Background: an optimization exercise with open tools, aiming at small area, a short achievable clock period and few clock cycles. Do not read the settings as production practice.
Function was checked by simulation only, so behaviour that the tests miss may differ from the original.
Power figures rest on the tool's default switching activity, not on a simulated workload.

`flow/constraint.sdc`:
```
create_clock -name core_clock -period 8.0 [get_ports {clk}]
set_input_delay 1.6000 -clock core_clock [delete_from_list [all_inputs] [get_ports {clk}]]
set_output_delay 1.6000 -clock core_clock [all_outputs]
set_load 0.01 [all_outputs]
```
`flow/config.mk`:
```
export PLATFORM = sky130hd
export DESIGN_NAME = CORE
export DESIGN_NICKNAME = CORE
export VERILOG_FILES = /design/flow/design.v
export SDC_FILE = /design/flow/constraint.sdc
export NUM_CORES = 4
export LEC_CHECK = 0
export CAP_MARGIN = 20
export CORE_MARGIN = 2
export CORE_UTILIZATION = 40
export SLEW_MARGIN = 20
```
`flow/run.sh`:
```
#!/bin/bash
# synth_recipe.tcl (not shown) runs the flow's synth.tcl, then flattens the netlist and writes it again
# the make line also repeats each setting of config.mk as NAME=value (left out here)
make -C /OpenROAD-flow-scripts/flow DESIGN_CONFIG=/design/flow/config.mk WORK_HOME=/design/flow/orfs CLKGATE_MAP_FILE= SYNTH_SCRIPT=/design/flow/synth_recipe.tcl finish
```
`flow/design.v`:
```
module Division(
    clk,
    rst_n,
    in_valid,
    in_data_1,	 
    in_data_2,	 
    out_valid,
    out_data	 
);
parameter	ST_INIT		= 'd0;
parameter	ST_STORE	= 'd1;
parameter	ST_DIVIDE 	= 'd2;
parameter	ST_OUTPUT 	= 'd3;
parameter	BASE = 8'h80;  
input				clk;
input				rst_n;
input				in_valid;
input		[19:0]	in_data_1;
input		[11:0]	in_data_2;
output reg			out_valid;
output reg	[7:0]	out_data;
reg			[1:0]	current_state;
reg			[1:0]	next_state;
reg			[19:0]	dividend;
always @(posedge clk) begin
	if (!rst_n) begin
		dividend <= 'd0;		
	end
	else if (current_state == ST_STORE) begin
		dividend <= in_data_1;
	end
	else if (current_state == ST_INIT) begin
		dividend <= 'd0;
	end
end
reg			[7:0]	current_base;
always @(posedge clk) begin
	if (!rst_n) begin
		current_base <= BASE;
	end
	else if (current_state == ST_DIVIDE) begin
		current_base <= current_base >> 1'b1;
	end
	else if (current_state == ST_INIT) begin
		current_base <= BASE;
	end
end
wire		[19:0]	guess_result = (out_data | current_base) * in_data_2;
always @(posedge clk) begin
	if (!rst_n) begin
		out_data <= 'd0;		
	end
	else if(current_state==ST_DIVIDE && (guess_result<dividend || guess_result==dividend) ) begin  
			out_data <= out_data | current_base;
	end
	else if (current_state == ST_INIT) begin
		out_data <= 'd0;
	end
end
reg					terminate_flag;
always @(posedge clk) begin
	if (!rst_n) begin
		terminate_flag <= 1'b0;
	end
	else if ( current_state==ST_DIVIDE && (current_base=='d0 || guess_result == dividend)  ) begin 
		terminate_flag <= 1'b1;
	end
	else if (current_state == ST_INIT) begin
		terminate_flag <= 1'b0;
	end
end
always @(posedge clk) begin
	if (!rst_n) begin
		out_valid <= 1'b0;
	end
	else if (current_state == ST_OUTPUT) begin
		out_valid <= 1'b1;
	end
	else if (current_state == ST_INIT) begin 
		out_valid <= 1'b0;
	end
end
always @(posedge clk) begin
	if (!rst_n) begin
		current_state <= ST_INIT;
	end
	else begin
		current_state <= next_state;
	end
end
always @(*) begin
	if (!rst_n) begin 
		next_state = 'd0;
	end
	else begin
		case(current_state)
			ST_INIT: begin
				if(in_valid) begin
					next_state = ST_STORE;
				end
				else begin
					next_state = ST_INIT;
				end
			end
			ST_STORE: begin
				if(!in_valid) begin
					next_state = ST_DIVIDE;
				end
				else begin
					next_state = ST_STORE; 
				end
			end
			ST_DIVIDE: begin
				if (terminate_flag) begin
					next_state = ST_OUTPUT;
				end
				else begin
					next_state = ST_DIVIDE;
				end
			end
			ST_OUTPUT: begin
				if (out_valid) begin
					next_state = ST_INIT;
				end
				else begin
					next_state = ST_OUTPUT;
				end
			end 
		endcase	
	end
end
endmodule
module kmeans_ram(
  input             CK,
  input      [6:0]  A,
  input      [15:0] DI,
  output reg [15:0] DO,
  input             WEB
);
reg [15:0] mem [0:127];
always @(posedge CK) begin
  if (!WEB)
    mem[A] <= DI;
  DO <= mem[A];
end
endmodule
module kMeans(
  clk,
  rst_n,
  in_valid,
  in_data,
  out_valid,
  out_data
);
input               clk;
input               rst_n;
input               in_valid;
input       [15:0]  in_data;
output reg          out_valid;
output reg  [15:0]  out_data;
parameter CLUSTER_SIZE  = 'd4,
          DATA_SIZE     = 'd128;
parameter ST_IDLE       = 0,
          ST_INIT_INPUT = 1,
          ST_DATA_INPUT = 2,
          ST_SYNC       = 3, 
          ST_GROUP_ACC  = 4,
          ST_UPDATE     = 5,
          ST_CHECK      = 6, 
          ST_OUTPUT     = 7;
reg     [3:0] current_state,
              next_state;
reg     [19:0] accu_element_x0,
               accu_element_y0,
               accu_element_x1,
               accu_element_y1,
               accu_element_x2,
               accu_element_y2,
               accu_element_x3,
               accu_element_y3;
reg     [11:0] data_num0,
               data_num1,
               data_num2,
               data_num3;
reg     [15:0]  mem_out;
reg             in_valid_div_relay;
always @(posedge clk) begin
  if (!rst_n) 
    in_valid_div_relay <= 1'b0;        
  else if (current_state == ST_UPDATE) 
    in_valid_div_relay <= 1'b1;
  else 
    in_valid_div_relay <= 1'b0;
end
reg             in_valid_div;
always @(posedge clk) begin
  if (!rst_n) 
    in_valid_div <= 1'b0;        
  else if (current_state==ST_UPDATE && !in_valid_div_relay) 
    in_valid_div <= 1'b1;
  else 
    in_valid_div <= 1'b0;
end
wire      [7:0] out_data_wire_x0;
wire            out_valid_div_x0;
reg       [7:0] out_data_x0;
always @(posedge clk) begin
  if (!rst_n) 
    out_data_x0 <= 'd0;        
  else if (current_state== ST_UPDATE && out_valid_div_x0) 
    out_data_x0 <= out_data_wire_x0;
  else if (current_state == ST_CHECK)
    out_data_x0 <= 'd0;
end
reg             out_flag_x0;
always @(posedge clk) begin
  if (!rst_n) 
    out_flag_x0 <= 1'b0;        
  else if (current_state== ST_UPDATE && out_valid_div_x0) 
    out_flag_x0 <= 1'b1;
  else if (current_state == ST_CHECK)
    out_flag_x0 <= 1'b0;
end
Division div_x0(
    .clk        (clk),
    .rst_n      (rst_n),
    .in_valid   (in_valid_div),
    .in_data_1  (accu_element_x0),
    .in_data_2  (data_num0),
    .out_valid  (out_valid_div_x0),
    .out_data   (out_data_wire_x0)
);
wire      [7:0] out_data_wire_y0;
wire            out_valid_div_y0;
reg       [7:0] out_data_y0;
always @(posedge clk) begin
  if (!rst_n) 
    out_data_y0 <= 'd0;        
  else if (current_state== ST_UPDATE && out_valid_div_y0) 
    out_data_y0 <= out_data_wire_y0;
  else if (current_state == ST_CHECK)
    out_data_y0 <= 'd0;
end
reg             out_flag_y0;
always @(posedge clk) begin
  if (!rst_n) 
    out_flag_y0 <= 1'b0;        
  else if (current_state== ST_UPDATE && out_valid_div_y0) 
    out_flag_y0 <= 1'b1;
  else if (current_state == ST_CHECK)
    out_flag_y0 <= 1'b0;
end
Division div_y0(
    .clk        (clk),
    .rst_n      (rst_n),
    .in_valid   (in_valid_div),
    .in_data_1  (accu_element_y0),
    .in_data_2  (data_num0),
    .out_valid  (out_valid_div_y0),
    .out_data   (out_data_wire_y0)
);
wire      [7:0] out_data_wire_x1;
wire            out_valid_div_x1;
reg       [7:0] out_data_x1;
always @(posedge clk) begin
  if (!rst_n) 
    out_data_x1 <= 'd0;        
  else if (current_state== ST_UPDATE && out_valid_div_x1) 
    out_data_x1 <= out_data_wire_x1;
  else if (current_state == ST_CHECK)
    out_data_x1 <= 'd0;
end
reg             out_flag_x1;
always @(posedge clk) begin
  if (!rst_n) 
    out_flag_x1 <= 1'b0;        
  else if (current_state== ST_UPDATE && out_valid_div_x1) 
    out_flag_x1 <= 1'b1;
  else if (current_state == ST_CHECK)
    out_flag_x1 <= 1'b0;
end
Division div_x1(
    .clk        (clk),
    .rst_n      (rst_n),
    .in_valid   (in_valid_div),
    .in_data_1  (accu_element_x1),
    .in_data_2  (data_num1),
    .out_valid  (out_valid_div_x1),
    .out_data   (out_data_wire_x1)
);
wire      [7:0] out_data_wire_y1;
wire            out_valid_div_y1;
reg       [7:0] out_data_y1;
always @(posedge clk) begin
  if (!rst_n) 
    out_data_y1 <= 'd0;        
  else if (current_state== ST_UPDATE && out_valid_div_y1) 
    out_data_y1 <= out_data_wire_y1;
  else if (current_state == ST_CHECK)
    out_data_y1 <= 'd0;
end
reg             out_flag_y1;
always @(posedge clk) begin
  if (!rst_n) 
    out_flag_y1 <= 1'b0;        
  else if (current_state== ST_UPDATE && out_valid_div_y1) 
    out_flag_y1 <= 1'b1;
  else if (current_state == ST_CHECK)
    out_flag_y1 <= 1'b0;
end
Division div_y1(
    .clk        (clk),
    .rst_n      (rst_n),
    .in_valid   (in_valid_div),
    .in_data_1  (accu_element_y1),
    .in_data_2  (data_num1),
    .out_valid  (out_valid_div_y1),
    .out_data   (out_data_wire_y1)
);
wire      [7:0] out_data_wire_x2;
wire            out_valid_div_x2;
reg       [7:0] out_data_x2;
always @(posedge clk) begin
  if (!rst_n) 
    out_data_x2 <= 'd0;        
  else if (current_state== ST_UPDATE && out_valid_div_x2) 
    out_data_x2 <= out_data_wire_x2;
  else if (current_state == ST_CHECK)
    out_data_x2 <= 'd0;
end
reg             out_flag_x2;
always @(posedge clk) begin
  if (!rst_n) 
    out_flag_x2 <= 1'b0;        
  else if (current_state== ST_UPDATE && out_valid_div_x2) 
    out_flag_x2 <= 1'b1;
  else if (current_state == ST_CHECK)
    out_flag_x2 <= 1'b0;
end
Division div_x2(
    .clk        (clk),
    .rst_n      (rst_n),
    .in_valid   (in_valid_div),
    .in_data_1  (accu_element_x2),
    .in_data_2  (data_num2),
    .out_valid  (out_valid_div_x2),
    .out_data   (out_data_wire_x2)
);
wire      [7:0] out_data_wire_y2;
wire            out_valid_div_y2;
reg       [7:0] out_data_y2;
always @(posedge clk) begin
  if (!rst_n) 
    out_data_y2 <= 'd0;        
  else if (current_state== ST_UPDATE && out_valid_div_y2) 
    out_data_y2 <= out_data_wire_y2;
  else if (current_state == ST_CHECK)
    out_data_y2 <= 'd0;
end
reg             out_flag_y2;
always @(posedge clk) begin
  if (!rst_n) 
    out_flag_y2 <= 1'b0;        
  else if (current_state== ST_UPDATE && out_valid_div_y2) 
    out_flag_y2 <= 1'b1;
  else if (current_state == ST_CHECK)
    out_flag_y2 <= 1'b0;
end
Division div_y2(
    .clk        (clk),
    .rst_n      (rst_n),
    .in_valid   (in_valid_div),
    .in_data_1  (accu_element_y2),
    .in_data_2  (data_num2),
    .out_valid  (out_valid_div_y2),
    .out_data   (out_data_wire_y2)
);
wire      [7:0] out_data_wire_x3;
wire            out_valid_div_x3;
reg       [7:0] out_data_x3;
always @(posedge clk) begin
  if (!rst_n) 
    out_data_x3 <= 'd0;        
  else if (current_state== ST_UPDATE && out_valid_div_x3) 
    out_data_x3 <= out_data_wire_x3;
  else if (current_state == ST_CHECK)
    out_data_x3 <= 'd0;
end
reg             out_flag_x3;
always @(posedge clk) begin
  if (!rst_n) 
    out_flag_x3 <= 1'b0;        
  else if (current_state== ST_UPDATE && out_valid_div_x3) 
    out_flag_x3 <= 1'b1;
  else if (current_state == ST_CHECK)
    out_flag_x3 <= 1'b0;
end
Division div_x3(
    .clk        (clk),
    .rst_n      (rst_n),
    .in_valid   (in_valid_div),
    .in_data_1  (accu_element_x3),
    .in_data_2  (data_num3),
    .out_valid  (out_valid_div_x3),
    .out_data   (out_data_wire_x3)
);
wire      [7:0] out_data_wire_y3;
wire            out_valid_div_y3;
reg       [7:0] out_data_y3;
always @(posedge clk) begin
  if (!rst_n) 
    out_data_y3 <= 'd0;        
  else if (current_state== ST_UPDATE && out_valid_div_y3) 
    out_data_y3 <= out_data_wire_y3;
  else if (current_state == ST_CHECK)
    out_data_y3 <= 'd0;
end
reg             out_flag_y3;
always @(posedge clk) begin
  if (!rst_n) 
    out_flag_y3 <= 1'b0;        
  else if (current_state== ST_UPDATE && out_valid_div_y3) 
    out_flag_y3 <= 1'b1;
  else if (current_state == ST_CHECK)
    out_flag_y3 <= 1'b0;
end
Division div_y3(
    .clk        (clk),
    .rst_n      (rst_n),
    .in_valid   (in_valid_div),
    .in_data_1  (accu_element_y3),
    .in_data_2  (data_num3),
    .out_valid  (out_valid_div_y3),
    .out_data   (out_data_wire_y3)
);
reg      [1:0]  init_in_count;
always @(posedge clk) begin
  if (!rst_n) 
    init_in_count <= 'd0;    
  else if (current_state==ST_INIT_INPUT || (current_state==ST_IDLE && in_valid)) 
    init_in_count <= init_in_count + 'd1;
  else
    init_in_count <= 'd0;
end
reg     [15:0]  current_element0;
always @(posedge clk) begin
  if (!rst_n)
    current_element0 <= 'd0;    
  else if (( current_state==ST_INIT_INPUT || (current_state==ST_IDLE && in_valid) ) && init_in_count=='d0)
    current_element0 <= in_data;
  else if (current_state==ST_UPDATE && data_num0!='d0 && out_flag_x0 && out_flag_y0) begin
    current_element0[15:8] <= out_data_x0;
    current_element0[7:0]  <= out_data_y0;
  end
  else if (current_state == ST_IDLE)
    current_element0 <= 'd0;
end
reg     [15:0]  current_element1;
always @(posedge clk) begin
  if (!rst_n)
    current_element1 <= 'd0;    
  else if (( current_state==ST_INIT_INPUT || (current_state==ST_IDLE && in_valid) ) && init_in_count=='d1)
    current_element1 <= in_data;
  else if (current_state==ST_UPDATE && data_num1!='d0 && out_flag_x1 && out_flag_y1) begin
    current_element1[15:8] <= out_data_x1;
    current_element1[7:0]  <= out_data_y1;
  end
  else if (current_state == ST_IDLE)
    current_element1 <= 'd0;
end
reg     [15:0]  current_element2;
always @(posedge clk) begin
  if (!rst_n)
    current_element2 <= 'd0;    
  else if (( current_state==ST_INIT_INPUT || (current_state==ST_IDLE && in_valid) ) && init_in_count=='d2)
    current_element2 <= in_data;
  else if (current_state==ST_UPDATE && data_num2!='d0 && out_flag_x2 && out_flag_y2) begin
    current_element2[15:8] <= out_data_x2;
    current_element2[7:0]  <= out_data_y2;
  end
  else if (current_state == ST_IDLE)
    current_element2 <= 'd0;
end
reg     [15:0]  current_element3;
always @(posedge clk) begin
  if (!rst_n)
    current_element3 <= 'd0;    
  else if (( current_state==ST_INIT_INPUT || (current_state==ST_IDLE && in_valid) ) && init_in_count=='d3)
    current_element3 <= in_data;
  else if (current_state==ST_UPDATE && data_num3!='d0 && out_flag_x3 && out_flag_y3) begin
    current_element3[15:8] <= out_data_x3;
    current_element3[7:0]  <= out_data_y3;
  end
  else if (current_state == ST_IDLE)
    current_element3 <= 'd0;
end
reg     [11:0]   mem_count_in;
always @(posedge clk) begin
  if (!rst_n)
    mem_count_in <= 'd0;    
  else if ( current_state==ST_DATA_INPUT )
    mem_count_in <= mem_count_in + 'd1;
  else
    mem_count_in <= 'd0;
end
reg     [15:0]  mem_din;
always @(posedge clk) begin
  if (!rst_n)
    mem_din <= 'd0;        
  else if ( current_state==ST_DATA_INPUT )
    mem_din <= in_data;
  else
    mem_din <= 'd0;
end
reg             mem_we_b;
always @(posedge clk) begin
  if (!rst_n)
    mem_we_b <= 1'b1;        
  else if ( current_state==ST_DATA_INPUT && in_valid )
    mem_we_b <= 1'b0;
  else if(!in_valid)
    mem_we_b <= 1'b1;
end
reg     dummy_check_count; 
always @(posedge clk) begin
  if (!rst_n) 
    dummy_check_count <= 'd0;    
  else if (current_state == ST_CHECK)
    dummy_check_count <= 'd1;
  else 
    dummy_check_count <= 'd0;
end
reg     sync_done;
always @(posedge clk) begin
  if (!rst_n) 
    sync_done <= 1'b0;
  else if (current_state==ST_CHECK && dummy_check_count=='d1)
    sync_done <= 1'b1;
  else
    sync_done <= 1'b0;
end
reg     [1:0] dummy_sync_count; 
always @(posedge clk) begin
  if (!rst_n) 
    dummy_sync_count <= 'd0;    
  else if (current_state == ST_SYNC)
    dummy_sync_count <= dummy_sync_count + 'd1;
  else 
    dummy_sync_count <= 'd0;
end
reg     input_sync;
always @(posedge clk) begin
  if (!rst_n) 
    input_sync <= 1'b0;
  else if (current_state==ST_SYNC && dummy_sync_count=='d2)
    input_sync <= 1'b1;
  else
    input_sync <= 1'b0;
end
reg     [2:0] group_acc_clus_count;
always @(posedge clk) begin
  if (!rst_n)
    group_acc_clus_count <= 'd0;    
  else if (current_state==ST_GROUP_ACC && group_acc_clus_count<'d4) 
    group_acc_clus_count <= group_acc_clus_count + 'd1;    
  else
    group_acc_clus_count <= 'd0;
end
reg     [12:0] group_acc_element_count;
always @(posedge clk) begin
  if (!rst_n)
    group_acc_element_count <= 'd0;    
  else if (current_state==ST_GROUP_ACC && group_acc_clus_count=='d4) 
    group_acc_element_count <= group_acc_element_count + 'd1;    
  else if (current_state == ST_CHECK)
    group_acc_element_count <= 'd0;
end
reg     [15:0] total_element_relay; 
always @(posedge clk) begin
  if (!rst_n)
    total_element_relay <= 'd0;        
  else if (current_state==ST_GROUP_ACC || (current_state==ST_CHECK && sync_done) || current_state==ST_SYNC) 
    total_element_relay <= mem_out;    
end
reg     [15:0] total_element; 
always @(posedge clk) begin
  if (!rst_n)
    total_element <= 'd0;        
  else if (current_state==ST_GROUP_ACC || (current_state==ST_CHECK && sync_done) || current_state==ST_SYNC) 
    total_element <= total_element_relay;    
end
wire [7:0] delta_x0 = (total_element[15:8]>current_element0[15:8])?
 (total_element[15:8]-current_element0[15:8]):(current_element0[15:8]-total_element[15:8]);
wire [7:0] delta_x1 = (total_element[15:8]>current_element1[15:8])?
 (total_element[15:8]-current_element1[15:8]):(current_element1[15:8]-total_element[15:8]);
wire [7:0] delta_x2 = (total_element[15:8]>current_element2[15:8])?
 (total_element[15:8]-current_element2[15:8]):(current_element2[15:8]-total_element[15:8]);
wire [7:0] delta_x3 = (total_element[15:8]>current_element3[15:8])?
 (total_element[15:8]-current_element3[15:8]):(current_element3[15:8]-total_element[15:8]);
wire [7:0] delta_y0 = (total_element[7:0]>current_element0[7:0])?
 (total_element[7:0]-current_element0[7:0]):(current_element0[7:0]-total_element[7:0]);
wire [7:0] delta_y1 = (total_element[7:0]>current_element1[7:0])?
 (total_element[7:0]-current_element1[7:0]):(current_element1[7:0]-total_element[7:0]);
wire [7:0] delta_y2 = (total_element[7:0]>current_element2[7:0])?
 (total_element[7:0]-current_element2[7:0]):(current_element2[7:0]-total_element[7:0]);
wire [7:0] delta_y3 = (total_element[7:0]>current_element3[7:0])?
 (total_element[7:0]-current_element3[7:0]):(current_element3[7:0]-total_element[7:0]);
reg     [8:0] distance;
always @(*) begin
  case (group_acc_clus_count) 
    'd0: begin
      distance = delta_x0 + delta_y0;
    end
    'd1: begin
      distance = delta_x1 + delta_y1;
    end
    'd2: begin
      distance = delta_x2 + delta_y2;
    end
    'd3: begin
      distance = delta_x3 + delta_y3;
    end
    default: distance = 0;
  endcase
end
reg     [8:0] min_distance;
always @(posedge clk) begin
  if (!rst_n) 
    min_distance <= 'd0;    
  else if (current_state==ST_GROUP_ACC && (group_acc_clus_count==0 || distance<min_distance) && group_acc_clus_count!='d4)
    min_distance <= distance;
end
reg     [1:0] min_idx;
always @(posedge clk) begin
  if (!rst_n) 
    min_idx <= 'd0;    
  else if (current_state==ST_GROUP_ACC && (group_acc_clus_count==0 || distance<min_distance) && group_acc_clus_count!='d4)
    min_idx <= group_acc_clus_count;
end
reg      [11:0]  data_num_wire0;
reg      [11:0]  data_num_wire1;
reg      [11:0]  data_num_wire2;
reg      [11:0]  data_num_wire3;
always @(*) begin
  case (min_idx) 
    'd0: begin
      data_num_wire0 = data_num0 + 'd1;
      data_num_wire1 = data_num1;
      data_num_wire2 = data_num2;
      data_num_wire3 = data_num3;
    end
    'd1: begin
      data_num_wire0 = data_num0;
      data_num_wire1 = data_num1 + 'd1;
      data_num_wire2 = data_num2;
      data_num_wire3 = data_num3;
    end
    'd2: begin
      data_num_wire0 = data_num0;
      data_num_wire1 = data_num1;
      data_num_wire2 = data_num2 + 'd1;
      data_num_wire3 = data_num3;
    end
    'd3: begin
      data_num_wire0 = data_num0;
      data_num_wire1 = data_num1;
      data_num_wire2 = data_num2;
      data_num_wire3 = data_num3 + 'd1;
    end
    default: begin
      data_num_wire0 = data_num0;
      data_num_wire1 = data_num1;
      data_num_wire2 = data_num2;
      data_num_wire3 = data_num3;
    end
  endcase
end
always @(posedge clk) begin
  if (!rst_n)
    data_num0 <= 'd0;    
  else if (current_state==ST_GROUP_ACC && group_acc_clus_count=='d4 && min_idx=='d0) 
    data_num0 <= data_num_wire0;    
  else if (current_state == ST_CHECK)
    data_num0 <= 'd0;
end
always @(posedge clk) begin
  if (!rst_n)
    data_num1 <= 'd0;    
  else if (current_state==ST_GROUP_ACC && group_acc_clus_count=='d4 && min_idx=='d1) 
    data_num1 <= data_num_wire1;    
  else if (current_state == ST_CHECK)
    data_num1 <= 'd0;
end
always @(posedge clk) begin
  if (!rst_n)
    data_num2 <= 'd0;    
  else if (current_state==ST_GROUP_ACC && group_acc_clus_count=='d4 && min_idx=='d2) 
    data_num2 <= data_num_wire2;    
  else if (current_state == ST_CHECK)
    data_num2 <= 'd0;
end
always @(posedge clk) begin
  if (!rst_n)
    data_num3 <= 'd0;    
  else if (current_state==ST_GROUP_ACC && group_acc_clus_count=='d4 && min_idx=='d3) 
    data_num3 <= data_num_wire3;    
  else if (current_state == ST_CHECK)
    data_num3 <= 'd0;
end
reg      [19:0]  accu_element_wirex0;
reg      [19:0]  accu_element_wirex1;
reg      [19:0]  accu_element_wirex2;
reg      [19:0]  accu_element_wirex3;
reg      [19:0]  accu_element_wirey0;
reg      [19:0]  accu_element_wirey1;
reg      [19:0]  accu_element_wirey2;
reg      [19:0]  accu_element_wirey3;
always @(*) begin
  case(min_idx)
    'd0: begin
      accu_element_wirex0 = accu_element_x0 + total_element[15:8];
      accu_element_wirex1 = accu_element_x1;
      accu_element_wirex2 = accu_element_x2;
      accu_element_wirex3 = accu_element_x3;
      accu_element_wirey0 = accu_element_y0 + total_element[7:0];
      accu_element_wirey1 = accu_element_y1;
      accu_element_wirey2 = accu_element_y2;
      accu_element_wirey3 = accu_element_y3;
    end
    'd1: begin
      accu_element_wirex0 = accu_element_x0;
      accu_element_wirex1 = accu_element_x1 + total_element[15:8];
      accu_element_wirex2 = accu_element_x2;
      accu_element_wirex3 = accu_element_x3;
      accu_element_wirey0 = accu_element_y0;
      accu_element_wirey1 = accu_element_y1 + total_element[7:0];
      accu_element_wirey2 = accu_element_y2;
      accu_element_wirey3 = accu_element_y3;
    end
    'd2: begin
      accu_element_wirex0 = accu_element_x0;
      accu_element_wirex1 = accu_element_x1;
      accu_element_wirex2 = accu_element_x2 + total_element[15:8];
      accu_element_wirex3 = accu_element_x3;
      accu_element_wirey0 = accu_element_y0;
      accu_element_wirey1 = accu_element_y1;
      accu_element_wirey2 = accu_element_y2 + total_element[7:0];
      accu_element_wirey3 = accu_element_y3;
    end
    'd3: begin
      accu_element_wirex0 = accu_element_x0;
      accu_element_wirex1 = accu_element_x1;
      accu_element_wirex2 = accu_element_x2;
      accu_element_wirex3 = accu_element_x3 + total_element[15:8];
      accu_element_wirey0 = accu_element_y0;
      accu_element_wirey1 = accu_element_y1;
      accu_element_wirey2 = accu_element_y2;
      accu_element_wirey3 = accu_element_y3 + total_element[7:0];
    end
    default: begin
      accu_element_wirex0 = accu_element_x0;
      accu_element_wirex1 = accu_element_x1;
      accu_element_wirex2 = accu_element_x2;
      accu_element_wirex3 = accu_element_x3;
      accu_element_wirey0 = accu_element_y0;
      accu_element_wirey1 = accu_element_y1;
      accu_element_wirey2 = accu_element_y2;
      accu_element_wirey3 = accu_element_y3;
    end
  endcase
end
always @(posedge clk) begin
  if (!rst_n)
    accu_element_x0 <= 'd0;    
  else if (current_state==ST_GROUP_ACC && group_acc_clus_count=='d4 && min_idx=='d0) 
    accu_element_x0 <= accu_element_wirex0;    
  else if (current_state == ST_CHECK)
    accu_element_x0 <= 'd0;
end
always @(posedge clk) begin
  if (!rst_n)
    accu_element_y0 <= 'd0;    
  else if (current_state==ST_GROUP_ACC && group_acc_clus_count=='d4 && min_idx=='d0) 
    accu_element_y0 <= accu_element_wirey0;    
  else if (current_state == ST_CHECK)
    accu_element_y0 <= 'd0;
end
always @(posedge clk) begin
  if (!rst_n)
    accu_element_x1 <= 'd0;    
  else if (current_state==ST_GROUP_ACC && group_acc_clus_count=='d4 && min_idx=='d1) 
    accu_element_x1 <= accu_element_wirex1;    
  else if (current_state == ST_CHECK)
    accu_element_x1 <= 'd0;
end
always @(posedge clk) begin
  if (!rst_n)
    accu_element_y1 <= 'd0;    
  else if (current_state==ST_GROUP_ACC && group_acc_clus_count=='d4 && min_idx=='d1) 
    accu_element_y1 <= accu_element_wirey1;    
  else if (current_state == ST_CHECK)
    accu_element_y1 <= 'd0;
end
always @(posedge clk) begin
  if (!rst_n)
    accu_element_x2 <= 'd0;    
  else if (current_state==ST_GROUP_ACC && group_acc_clus_count=='d4 && min_idx=='d2) 
    accu_element_x2 <= accu_element_wirex2;    
  else if (current_state == ST_CHECK)
    accu_element_x2 <= 'd0;
end
always @(posedge clk) begin
  if (!rst_n)
    accu_element_y2 <= 'd0;    
  else if (current_state==ST_GROUP_ACC && group_acc_clus_count=='d4 && min_idx=='d2) 
    accu_element_y2 <= accu_element_wirey2;    
  else if (current_state == ST_CHECK)
    accu_element_y2 <= 'd0;
end
always @(posedge clk) begin
  if (!rst_n)
    accu_element_x3 <= 'd0;    
  else if (current_state==ST_GROUP_ACC && group_acc_clus_count=='d4 && min_idx=='d3) 
    accu_element_x3 <= accu_element_wirex3;    
  else if (current_state == ST_CHECK)
    accu_element_x3 <= 'd0;
end
always @(posedge clk) begin
  if (!rst_n)
    accu_element_y3 <= 'd0;    
  else if (current_state==ST_GROUP_ACC && group_acc_clus_count=='d4 && min_idx=='d3) 
    accu_element_y3 <= accu_element_wirey3;    
  else if (current_state == ST_CHECK)
    accu_element_y3 <= 'd0;
end
reg       [15:0]  previous_element0;
always @(posedge clk) begin
  if (!rst_n)
    previous_element0 <= 'd0;    
  else if (current_state==ST_UPDATE && in_valid_div)  
    previous_element0 <= current_element0;
  else if (current_state == ST_IDLE)
    previous_element0 <= 'd0;
end
reg       [15:0]  previous_element1;
always @(posedge clk) begin
  if (!rst_n)
    previous_element1 <= 'd0;    
  else if (current_state==ST_UPDATE && in_valid_div)  
    previous_element1 <= current_element1;
  else if (current_state == ST_IDLE)
    previous_element1 <= 'd0;
end
reg       [15:0]  previous_element2;
always @(posedge clk) begin
  if (!rst_n)
    previous_element2 <= 'd0;    
  else if (current_state==ST_UPDATE && in_valid_div)  
    previous_element2 <= current_element2;
  else if (current_state == ST_IDLE)
    previous_element2 <= 'd0;
end
reg       [15:0]  previous_element3;
always @(posedge clk) begin
  if (!rst_n)
    previous_element3 <= 'd0;    
  else if (current_state==ST_UPDATE && in_valid_div) 
    previous_element3 <= current_element3;
  else if (current_state == ST_IDLE)
    previous_element3 <= 'd0;
end
wire  update_done = out_flag_x0 & out_flag_x1 & out_flag_x2 & out_flag_x3 & out_flag_y0 & out_flag_y1 & out_flag_y2 & out_flag_y3;
always @(posedge clk) begin
  if (!rst_n)
    out_valid <= 1'b0;  
  else if(current_state==ST_OUTPUT)
    out_valid <= 1'b1;
  else
    out_valid <= 1'b0;
end
reg     [1:0]   output_count;
always @(posedge clk) begin
  if (!rst_n)
    output_count <= 'd0;    
  else if (current_state == ST_OUTPUT)
    output_count <= output_count + 'd1;
  else
    output_count <= 'd0;
end
always @(posedge clk) begin
  if (!rst_n) begin
    out_data <= 'd0;    
  end
  else if (current_state == ST_OUTPUT) begin
    case(output_count)
    'd0: begin
      out_data <= current_element0;
    end
    'd1: begin
      out_data <= current_element1;
    end
    'd2: begin
      out_data <= current_element2;
    end
    'd3: begin
      out_data <= current_element3;
    end
    default: out_data <= 'd0;
    endcase
  end
end
 reg        [11:0]  mem_addr;
always @(posedge clk) begin
  if (!rst_n) 
    mem_addr <= 'd0;
  else if ( current_state==ST_DATA_INPUT || (current_state==ST_INIT_INPUT && in_valid) ) 
    mem_addr <= mem_count_in;
  else if (current_state==ST_CHECK || current_state==ST_SYNC)
    mem_addr <= 'd0;
  else if (current_state==ST_GROUP_ACC && group_acc_element_count!=DATA_SIZE)
    mem_addr <= group_acc_element_count + 1;
end
wire      [15:0]  mem_out_net;
always @(posedge clk) begin
  if (!rst_n) 
    mem_out <= 'd0;    
  else  
    mem_out <= mem_out_net;
end
always @(posedge clk) begin
  if (!rst_n) begin
    current_state <= ST_IDLE;    
  end
  else begin
    current_state <= next_state;
  end
end
wire  init_input_done = (init_in_count==3)? 1'b1:1'b0;
wire  element0_status = (previous_element0==current_element0)? 1'b1:1'b0;
wire  element1_status = (previous_element1==current_element1)? 1'b1:1'b0;
wire  element2_status = (previous_element2==current_element2)? 1'b1:1'b0;
wire  element3_status = (previous_element3==current_element3)? 1'b1:1'b0;
wire  check_success   = element0_status & element1_status & element2_status & element3_status; 
wire  output_done     = (output_count=='d3)? 1'b1:1'b0;
always @(*) begin
  case(current_state)
    ST_IDLE: begin
      if(in_valid)
        next_state = ST_INIT_INPUT;
      else
        next_state = ST_IDLE;
    end
    ST_INIT_INPUT: begin
      if(init_input_done)
        next_state = ST_DATA_INPUT;
      else
        next_state = ST_INIT_INPUT;
    end
    ST_DATA_INPUT: begin
      if(!in_valid)
        next_state = ST_SYNC;
      else
        next_state = ST_DATA_INPUT;
    end
    ST_SYNC: begin
      if(input_sync)
        next_state = ST_GROUP_ACC;
      else 
        next_state = ST_SYNC;
    end
    ST_GROUP_ACC: begin
      if ( group_acc_element_count == DATA_SIZE )
        next_state = ST_UPDATE;
      else 
        next_state = ST_GROUP_ACC;
    end
    ST_UPDATE: begin
      if(update_done)
        next_state = ST_CHECK;
      else
        next_state = ST_UPDATE;
    end
    ST_CHECK: begin
      if(!check_success && sync_done) 
        next_state = ST_GROUP_ACC;
      else if(check_success)
        next_state = ST_OUTPUT;
      else
        next_state = ST_CHECK;
    end
    ST_OUTPUT: begin
      if(output_done)
        next_state = ST_IDLE;
      else 
        next_state = ST_OUTPUT;
    end
    default:
      next_state = ST_IDLE;
  endcase
end
kmeans_ram u_kmeans_ram(
  .CK   (clk),
  .A    (mem_addr[6:0]),
  .DI   (mem_din),
  .DO   (mem_out_net),
  .WEB  (mem_we_b)
);
endmodule
module CORE(
  clk,
  rst_n,
  in_valid,
  in_data,
  out_valid,
  out_data
);
input               clk;
input               rst_n;
input               in_valid;
input       [15:0]  in_data;
output              out_valid;
output      [15:0]  out_data;
kMeans n_kMeans(
  .clk        (clk),
  .rst_n      (rst_n),
  .in_valid   (in_valid),
  .in_data    (in_data),
  .out_valid  (out_valid),
  .out_data   (out_data)
);
endmodule 
```
==> out/qor.txt <==
first-pass GRT wire length: 650 mm
crit path time final: 7.28 ns
GR peak layer: met2
DP HPWL: 281 mm
part of the power in registers: 49.2%
EDFF count, synth: 2,048
CTS Hold Bufs: 0
register bit count reported by yosys: 2,929
worst-margin pin slew: 1.25 ns
Clk pwr share: 44.0%
Die Wd: 611 um
GRT overflow: 0
drt drc: 0
max-slew violations: 0
endpoints failing setup: 0
R2R depth: 26
Critical Path Sink Type: flip-flop
Clock transition at path regs: 0.05 ns
largest net degree at the start of global routing: 192
Core ar.: 366,000 um^2
Max Cap Viol: 0
Via density: 5.72
number of buffers added on ports: 35
# H-tree levels: 5
pwr/cell area: 200 nW/um^2
pre-CTS setup slack: 0.647 ns
status: complete, no violations
Gate power share: 6.9%
Reg2Reg Setup Slack: 0.72 ns
reg-to-reg startpoint: n_kMeans.div_x2.current_base[2]$_SDFFE_PN0P_
Top reg by flops: n_kMeans.u_kmeans_ram.mem
WL per Instance: 24.4 um
row cnt: 222
vias in the first global route: 99,427
Area Overhead vs Synth: 11.5%
Post-Syn Area: 147,000 um^2
Max Root-Sink Buffers: 4
sequential area share after synthesis: 53.7%
fill count: 33,420
Synth Warn #: 3
FMAX: 137 MHz
Pint: 0.0252 W
Worst Skew: 0.0844 ns
CTS Buf Count: 314
initial antenna violation count: 32
CTS sink cnt: 2,929
HP Start: n_kMeans.in_valid_div_relay$_SDFF_PN0_
Slew headroom: 16.5%
clock latency (worst-skew pair): 0.96 ns
Synth Flop Type: edfxtp_1
Final Cycle Share: 91.0%
Fin Hold WS: 0.374 ns
critical path class: flip-flop to flip-flop
nets: 14,164
vias post-DR: 102,664
flip-flop and latch area: 79,200 um^2
DR pass1 iterations: 9
Mapped Nets: 14,179
startpoint types: flip-flop
Final GP Congestion: 0.916
maximum vdd drop: 198 uV
final worst slack: 0.718 ns
Switching Power: 0.00768 W
GRT met1 Usage: 30.6%
total track usage: 22.9%
max reg flops: 2,048
Post-synth ARST share: 0%
switching share of power: 23.4%
GRT met3 Usage: 3.46%
num ports: 36
Worst EP arrival: 8.07 ns
Mean Syn Cell Area: 11.4 um^2
Post-DRT Antenna Nets: 0
cts repair resizes: 0
Crit Path Max Fanout: 9
Fin Setup TNS: 0 ns
Hold Crit Class: flip-flop to flip-flop
Reg2Reg Capture Point: n_kMeans.div_x2.out_data[3]$_SDFFE_PN0P_
postcts setup bufs: 0
Die Area: 374,000 um^2
area of the multi-input gates: 61,800 um^2
Starting Density: 40.2%
Post-Route WL: 438 mm
P_leak: 55.7 nW
share of layout cells above drive strength 1: 7.85%
Hold Path End: n_kMeans.in_valid_div$_SDFF_PN0_
met2 usage: 37.4%
Clock Tree Root: clkbuf_16
RSZ-0062 raised after global routing: false
Req. time, crit path: 8.79 ns
final hold viol count: 0
synth unique cells: 96
hold path cells: 1
Cells after Synth: 12,891
Die Y: 611 um
CTS tree: yes
DR iter-0 viols: 10,309
stage by stage:
step                      cell area (um^2)  util (%)  instances  total power (W)
after global routing                164000      44.9      17942           0.0338
after floorplan                     147000         -      12891           0.0178
after CTS                           164000      44.8      17932           0.0330
after detailed placement            154000      42.1      17374           0.0187
after global placement              154000      42.1      17372           0.0187
final                               164000      44.9      17955           0.0329
Yosys cell counts, types with 112 or more instances:
| cell | n | area (um^2) |
|---|---|---|
| buf_2 | 112 | 561 |
| nand2_1 | 606 | 2270 |
| clkbuf_1 | 521 | 1960 |
| inv_1 | 1045 | 3920 |
| nor2_1 | 1013 | 3800 |
| edfxtp_1 | 2048 | 61500 |
| nor2b_1 | 596 | 3730 |
| a22oi_1 | 626 | 4700 |
| o21ai_0 | 314 | 1570 |
| fa_1 | 508 | 10200 |
| a221oi_1 | 198 | 1730 |
| ha_1 | 761 | 9520 |
| nand3_1 | 425 | 2130 |
| a22o_1 | 241 | 2110 |
| nand4_1 | 171 | 1070 |
| a31oi_1 | 178 | 1110 |
| xnor2_1 | 210 | 1840 |
| a21oi_1 | 808 | 4040 |
| dfxtp_1 | 881 | 17600 |
| nor3_1 | 243 | 1220 |
critical path: stages (launching register included):
cell      delay (ns)
dfxtp_1         0.35
nor2_1          0.49
buf_4           0.24
nor2b_1         0.06
fa_1            0.44
fa_1            0.50
inv_1           0.06
fa_1            0.48
fa_1            0.49
inv_1           0.04
ha_1            0.33
nand2_1         0.07
o21ai_0         0.40
o211ai_1        0.19
a31oi_1         0.24
nand2_1         0.11
o21ai_0         0.17
a21oi_1         0.10
xnor2_1         0.13
ha_1            0.29
nand4_1         0.09
or2_1           0.27
nor4_1          0.49
a221oi_1        0.15
a2bb2o_1        0.43
or2_1           0.36
a22o_1          0.21
power by group through the flow:
stage,sequential [W],clock [W],combinational (W)
detailed placement,0.0165,0,0.00220
floorplan,0.0164,0,0.00140
global placement,0.0165,0,0.00220
global route,0.0162,0.0152,0.00240
finish,0.0162,0.0144,0.00226
CTS,0.0162,0.0146,0.00221
layout make-up:
type | count | share of cell area [%]
flip-flops and latches | 2929 | 48.2
well taps | 4816 | 3.66
clock buffers | 410 | 5.20
repair buffers | 402 | 2.05
clock inverters | 148 | 0.930
multi-input cells | 8180 | 37.6
inverters | 1049 | 2.40
diodes | 21 | 0.0320
cell families (layout without fill, tap and decap cells):
group           Yosys count  after routing  share of synthesized area [%]
compound gates         2888           2888                           13.3
simple gates           3540           3540                           11.9
buf+inv                1782           2009                           4.64
fa+ha+maj              1269           1269                           13.4
other cells               0             21                              0
xor+xnor                317            317                           1.88
mux                     166            166                           1.28
flops                  2929           2929                           53.7
per-layer routing:
metal	routed length (um)	up-vias
met5	87	-
met4	18100	14
met3	32800	788
met2	204000	3781
met1	183000	51309
li1	-	46772
placed cells by master, fill, tap and decap left out, types with 60 or more instances in the layout:
| master | count |
|---|---|
| edfxtp_1 | 2048 |
| inv_1 | 1044 |
| nor2_1 | 982 |
| dfxtp_1 | 856 |
| a21oi_1 | 808 |
| ha_1 | 759 |
| a22oi_1 | 626 |
| nand2_1 | 601 |
| nor2b_1 | 594 |
| fa_1 | 508 |
| nand3_1 | 425 |
| buf_4 | 345 |
| clkbuf_16 | 322 |
| o21ai_0 | 313 |
| nor3_1 | 243 |
| a22o_1 | 241 |
| xnor2_1 | 210 |
| a221oi_1 | 198 |
| a31oi_1 | 176 |
| nand4_1 | 171 |
| xor2_1 | 107 |
| a21o_1 | 101 |
| and3_1 | 100 |
| nor3b_1 | 75 |
| o21a_1 | 72 |
| mux2i_1 | 72 |
| clkbuf_1 | 71 |
| a311oi_1 | 68 |
| mux2_2 | 67 |
| nor4_1 | 60 |
worst max-delay path by stage:
stage	from	end	slack (ns)
6_report	n_kMeans.div_x2.current_base[2]$_SDFFE_PN0P_	n_kMeans.div_x2.out_data[3]$_SDFFE_PN0P_	0.72
5_1_grt	n_kMeans.div_x2.current_base[2]$_SDFFE_PN0P_	n_kMeans.div_x2.out_data[2]$_SDFFE_PN0P_	0.17
4_1_cts	n_kMeans.data_num0[5]$_SDFFE_PN0P_	n_kMeans.div_x0.out_data[7]$_SDFFE_PN0P_	0.61
3_5_place_dp	n_kMeans.data_num0[5]$_SDFFE_PN0P_	n_kMeans.div_x0.out_data[7]$_SDFFE_PN0P_	0.65
3_3_place_gp	n_kMeans.div_x2.current_base[2]$_SDFFE_PN0P_	n_kMeans.div_x2.out_data[2]$_SDFFE_PN0P_	0.75
2_1_floorplan	n_kMeans.data_num2[5]$_SDFFE_PN0P_	n_kMeans.div_y2.out_data[0]$_SDFFE_PN0P_	1.32
Testbench counts, summed over its fixed seeds: cycles 308,536.

## separate check: timing with driven ports
Ports are ideal in the flow. The routed layout listed here was re-timed in OpenROAD. Step 1 sets driving cells, clkbuf_16 on the clock port and buf_2 on the other inputs (assumed; they add their load-dependent delay and slew). Step 2 moves the port delays by t, midway between the first and last clock arrival at a register: inputs arrive t later, outputs are due t later. That takes back most of the time a late clock gives input paths. Slacks: ideal ports / drivers / drivers and shift; pairs: ideal ports / drivers.
t (ns): 1.016
slack for setup (ns): 0.718 / 0.718 / 0.718
worst setup path after step 2: register to register
worst register clock-pin slew, ns: 0.07 / 0.07
worst slew at a driven data input, ns: 0.22
After both steps setup and hold are still met in this run. For this run, drivers alone change the setup slack by 0.000 ns; drivers and shift together by 0.000 ns.
